Background: an optimization exercise with open tools, aiming at small area and a short achievable clock period. Do not read the settings as production practice. Only simulation tests tie the RTL to the original design; equivalence was not proved. No driver is modelled on the clock port, so clocking that relies on it looks cheaper here than on a real chip.

job 184:
## Multiplier_Wrapper
module Multiplier_Wrapper #(parameter N = 32, bits = N-1, prod = 2*bits+1)(
    input clk, rst,  
    input [bits:0] a_in, b_in,  
    output reg [prod:0] p  
    );
    reg [bits:0] a;  
    reg [33:0] t;  
    reg [10:0] s1, s2, s3, s4;  
    reg [9:0] neg;  
    wire [prod:0] product;  
    wire [33:0] t_in;
    Times3 times3 (.x(a_in), .t(t_in));
    wire [35:0] bx = {3'b000, b_in, 1'b0};
    wire [10:0] s1_in, s2_in, s3_in, s4_in, neg_in;
    genvar i;
    generate
        for (i = 0; i < 11; i = i + 1) begin : enc
            wire q3 = bx[3*i+3], q2 = bx[3*i+2], q1 = bx[3*i+1], q0 = bx[3*i];
            wire [2:0] u = {1'b0, q2, 1'b0} + q1 + q0;
            wire [2:0] m = q3 ? 3'd4 - u : u;
            assign s1_in[i] = m == 3'd1;
            assign s2_in[i] = m == 3'd2;
            assign s3_in[i] = m == 3'd3;
            assign s4_in[i] = m == 3'd4;
            assign neg_in[i] = q3;
        end
    endgenerate
    always @ (posedge clk) begin
        if(rst) begin  
            {s1, s2, s3, s4} <= 44'b0;
            neg <= 10'b0;
        end else begin
            s1 <= s1_in;
            s2 <= s2_in;
            s3 <= s3_in;
            s4 <= s4_in;
            neg <= neg_in[9:0];
            p <= product;
        end
    end
    always @ (posedge clk) begin
        a <= a_in;
        t <= t_in;
    end
    Multiplier mul (
        .a(a),
        .t(t),
        .s1(s1),
        .s2(s2),
        .s3(s3),
        .s4(s4),
        .neg(neg),
        .p(product)
    );
endmodule
Settings: LEC_CHECK=0, CAP_MARGIN=20, CORE_MARGIN=2, CORE_UTILIZATION=40, GPL_TIMING_DRIVEN=1, SLEW_MARGIN=20, SYNTH_HIERARCHICAL=1, SYNTH_MINIMUM_KEEP_SIZE=0; clock period 19.5 ns.
standard.sh (not shown) runs the stock make flow with config.mk's settings and CLKGATE_MAP_FILE= SYNTH_SCRIPT=/design/flow/synth_recipe.tcl, a recipe that flattens the netlist after the stock synthesis.
==> flow/flow/run.sh <==
#!/bin/bash
# Layout flow: the standard ORFS flow (standard.sh, synthesis unchanged) with
#  - every synthesized cell first set to the smallest size of its family
#    (flow/downsize.tcl), so that the repair steps size up only what timing needs;
#  - port buffers of the smallest buffer cell (buf_1) instead of the default pick;
#  - repair_timing asked to leave 14 ns of setup slack. The clock period and all
#    constraints stay the design's own; the margin only makes the repair work harder.
# Each tool's output goes to a log file of its own in this folder.
set -euo pipefail
M=14
R=orfs/results/$FLOW_PLATFORM/Multiplier_Wrapper/base
bash standard.sh SETUP_SLACK_MARGIN=$M synth > synth.log 2>&1
RESULTS=$R LIB=$FLOW_HOME/platforms/$FLOW_PLATFORM/lib/sky130_fd_sc_hd__tt_025C_1v80.lib DONT_USE="" \
  openroad -no_init -exit flow/downsize.tcl > downsize.log 2>&1
bash standard.sh SETUP_SLACK_MARGIN=$M "BUFFER_PORTS_ARGS=-buffer_cell sky130_fd_sc_hd__buf_1" \
  "POST_CTS_TCL=$PWD/flow/skew.tcl" "SKEW_CHAIN=clkdlybuf4s25_1 clkbuf_8"  finish > finish.log 2>&1
==> flow/flow/skew.tcl <==
set block [ord::get_db_block]
set db [ord::get_db]
set chain $::env(SKEW_CHAIN)
set groups [dict create]
foreach inst [$block getInsts] {
  if { ![regexp {^p\\?\[[0-9]+\\?\]} [$inst getName]] } { continue }
  set it [$inst findITerm CLK]
  if { $it eq "NULL" } { continue }
  set net [$it getNet]
  dict lappend groups [$net getName] $inst
}
set g 0
dict for {netname insts} $groups {
  set net [$block findNet $netname]
  set sx 0
  set sy 0
  foreach inst $insts {
    set bb [$inst getBBox]
    incr sx [expr { ([$bb xMin] + [$bb xMax]) / 2 }]
    incr sy [expr { ([$bb yMin] + [$bb yMax]) / 2 }]
  }
  set n [llength $insts]
  set x [expr { $sx / $n }]
  set y [expr { $sy / $n }]
  set cur $net
  set k 0
  foreach cell $chain {
    set master [$db findMaster sky130_fd_sc_hd__$cell]
    set buf [odb::dbInst_create $block $master "pskew_${g}_${k}"]
    set out [odb::dbNet_create $block "pskew_net_${g}_${k}"]
    $out setSigType CLOCK
    [$buf findITerm A] connect $cur
    [$buf findITerm X] connect $out
    $buf setLocation $x $y
    $buf setPlacementStatus PLACED
    set cur $out
    incr k
  }
  foreach inst $insts {
    set it [$inst findITerm CLK]
    $it disconnect
    $it connect $cur
  }
  puts "skew: leaf net $netname: $n p registers behind [llength $chain] buffers"
  incr g
}
detailed_placement
check_placement -verbose
Other scripts of this flow, unchanged in this note and not shown: flow/flow/downsize.tcl
Job 184: flow completed, timing, DRC and antenna clean
The inputs of job 5510 differ from those of job 184 as listed below.
# job 184
export LEC_CHECK = 0
export CAP_MARGIN = 20
export CORE_MARGIN = 2
export CORE_UTILIZATION = 40
export GPL_TIMING_DRIVEN = 1
export SLEW_MARGIN = 20
export SYNTH_HIERARCHICAL = 1
export SYNTH_MINIMUM_KEEP_SIZE = 0
create_clock -name core_clock -period 19.5 [get_ports {clk}]
# job 5510
export LEC_CHECK = 0
export CAP_MARGIN = 20
export CORE_MARGIN = 2
export CORE_UTILIZATION = 40
export SLEW_MARGIN = 20
export SYNTH_HIERARCHICAL = 1
export SYNTH_MINIMUM_KEEP_SIZE = 0
create_clock -name core_clock -period 19.5 [get_ports {clk}]
diff --git a/flow/flow/run.sh b/flow/flow/run.sh
--- a/flow/flow/run.sh
+++ b/flow/flow/run.sh
@@ -5,3 +5,3 @@
 #  - port buffers of the smallest buffer cell (buf_1) instead of the default pick;
-#  - repair_timing asked to leave 14 ns of setup slack. The clock period and all
+#  - repair_timing asked to leave 14.2 ns of setup slack. The clock period and all
 #    constraints stay the design's own; the margin only makes the repair work harder.
@@ -9,3 +9,3 @@
 set -euo pipefail
-M=14
+M=14.2
 R=orfs/results/$FLOW_PLATFORM/Multiplier_Wrapper/base
@@ -15,2 +15,2 @@
 bash standard.sh SETUP_SLACK_MARGIN=$M "BUFFER_PORTS_ARGS=-buffer_cell sky130_fd_sc_hd__buf_1" \
-  "POST_CTS_TCL=$PWD/flow/skew.tcl" "SKEW_CHAIN=clkdlybuf4s25_1 clkbuf_8"  finish > finish.log 2>&1
+  "POST_CTS_TCL=$PWD/flow/skew.tcl" "SKEW_CHAIN=clkbuf_1 clkbuf_8"  finish > finish.log 2>&1
Notes after the runs:
Fraction of standard cell area in multi-input logic, job 184 and job 5510, higher one = job 184. STATUS final area: job 5510 loses against job 184. Clock skew delta for job 5510 relative to job 184: 0.17 ns lower. Job 5510 vs job 184 on fraction of area in registers: job 5510 is the lower one.
Changes in job 9123 relative to job 5510:
# job 5510
export LEC_CHECK = 0
export CAP_MARGIN = 20
export CORE_MARGIN = 2
export CORE_UTILIZATION = 40
export SLEW_MARGIN = 20
export SYNTH_HIERARCHICAL = 1
export SYNTH_MINIMUM_KEEP_SIZE = 0
create_clock -name core_clock -period 19.5 [get_ports {clk}]
# job 9123
export LEC_CHECK = 0
export CAP_MARGIN = 20
export CORE_MARGIN = 2
export CORE_UTILIZATION = 40
export PLACE_DENSITY = 0.72
export SLEW_MARGIN = 20
export SYNTH_HIERARCHICAL = 1
export SYNTH_MINIMUM_KEEP_SIZE = 0
create_clock -name core_clock -period 19.5 [get_ports {clk}]
diff --git a/flow/flow/run.sh b/flow/flow/run.sh
--- a/flow/flow/run.sh
+++ b/flow/flow/run.sh
@@ -5,3 +5,3 @@
 #  - port buffers of the smallest buffer cell (buf_1) instead of the default pick;
-#  - repair_timing asked to leave 14.2 ns of setup slack. The clock period and all
+#  - repair_timing asked to leave 14 ns of setup slack. The clock period and all
 #    constraints stay the design's own; the margin only makes the repair work harder.
@@ -9,3 +9,3 @@
 set -euo pipefail
-M=14.2
+M=14
 R=orfs/results/$FLOW_PLATFORM/Multiplier_Wrapper/base
@@ -15,2 +15,2 @@
 bash standard.sh SETUP_SLACK_MARGIN=$M "BUFFER_PORTS_ARGS=-buffer_cell sky130_fd_sc_hd__buf_1" \
-  "POST_CTS_TCL=$PWD/flow/skew.tcl" "SKEW_CHAIN=clkbuf_1 clkbuf_8"  finish > finish.log 2>&1
+  "POST_CTS_TCL=$PWD/flow/skew.tcl" "SKEW_CHAIN=clkdlybuf4s25_1 clkbuf_8"  finish > finish.log 2>&1
==> comparison <==
- Per the comparison of job 9123 with job 5510, register area down 2.0%; transition at the pin with the smallest max-transition slack down 0.032 ns.
- Side by side, design area turned out lower in job 9123 than in job 5510.
- Relative to job 5510, number of fill cells in the layout has increased by 133 in job 9123.
- Wire: job 9123 routes less than job 5510
Setup changes, job 9123 to job 8127
# job 9123
export LEC_CHECK = 0
export CAP_MARGIN = 20
export CORE_MARGIN = 2
export CORE_UTILIZATION = 40
export PLACE_DENSITY = 0.72
export SLEW_MARGIN = 20
export SYNTH_HIERARCHICAL = 1
export SYNTH_MINIMUM_KEEP_SIZE = 0
create_clock -name core_clock -period 19.5 [get_ports {clk}]
# job 8127
export LEC_CHECK = 0
export CAP_MARGIN = 20
export CORE_MARGIN = 2
export CORE_UTILIZATION = 40
export SLEW_MARGIN = 20
export SYNTH_HIERARCHICAL = 1
export SYNTH_MINIMUM_KEEP_SIZE = 0
create_clock -name core_clock -period 19.5 [get_ports {clk}]
diff --git a/flow/flow/run.sh b/flow/flow/run.sh
--- a/flow/flow/run.sh
+++ b/flow/flow/run.sh
@@ -5,3 +5,3 @@
 #  - port buffers of the smallest buffer cell (buf_1) instead of the default pick;
-#  - repair_timing asked to leave 14 ns of setup slack. The clock period and all
+#  - repair_timing asked to leave 13.8 ns of setup slack. The clock period and all
 #    constraints stay the design's own; the margin only makes the repair work harder.
@@ -9,3 +9,3 @@
 set -euo pipefail
-M=14
+M=13.8
 R=orfs/results/$FLOW_PLATFORM/Multiplier_Wrapper/base
Results
Job 8127 vs. job 9123: first-pass GRT wire length shows an increase of 8.7 mm, first-pass iteration count of the detailed router went down, wire length saw an increase, period utilization increased by 1.3 points relative to the old numbers.
Job 8127 completed end to end with timing, DRC and antenna clean.
Job 8127 against job 9123; final non-filler cell total is down slightly.
Detailed-routed wire length on met2 is higher on job 8127
On fraction of met2 tracks used by global routing: job 8127 sits above job 9123.

[static timing again, ports no longer ideal]
No port has a modelled driver above. Below, the same layouts with a new extraction and two added sets of constraints. Step 1 (the two cells are an assumption about what drives the block):
set clk [get_ports {clk}]
set_driving_cell -lib_cell sky130_fd_sc_hd__clkbuf_16 $clk
set_driving_cell -lib_cell sky130_fd_sc_hd__buf_2 [delete_from_list [all_inputs] $clk]
Step 2, shift: input delay + t, output delay - t, t = (earliest + latest rising clock arrival at the registers) / 2. This alone moves slack from input paths to output paths. a / b / c = ideal ports / drivers / drivers and shift; a / b = the first two.
| run | shift t [ns] | setup slack, ns | worst setup path after step 2 | latest minus earliest clock arrival (ns) | worst register clock-pin slew, ns |
|---|---|---|---|---|---|
| job 184 | 0.760 | 14.079 / 14.070 / 13.358 | input to register | 0.425 / 0.425 | 0.09 / 0.09 |
| job 5510 | 0.681 | 14.233 / 14.237 / 13.592 | input to register | 0.252 / 0.252 | 0.09 / 0.09 |
| job 9123 | 0.764 | 14.135 / 14.077 / 13.408 | input to register | 0.425 / 0.426 | 0.10 / 0.10 |
| job 8127 | 0.765 | 13.872 / 13.911 / 13.146 | input to register | 0.428 / 0.428 | 0.09 / 0.09 |
Clock arrivals are far apart in job 184, job 9123 and job 8127, so t is only a midpoint there and step 2 fits no single register. For job 9123, which loses most, drivers alone change the setup slack by -0.058 ns; drivers and shift together by -0.727 ns.
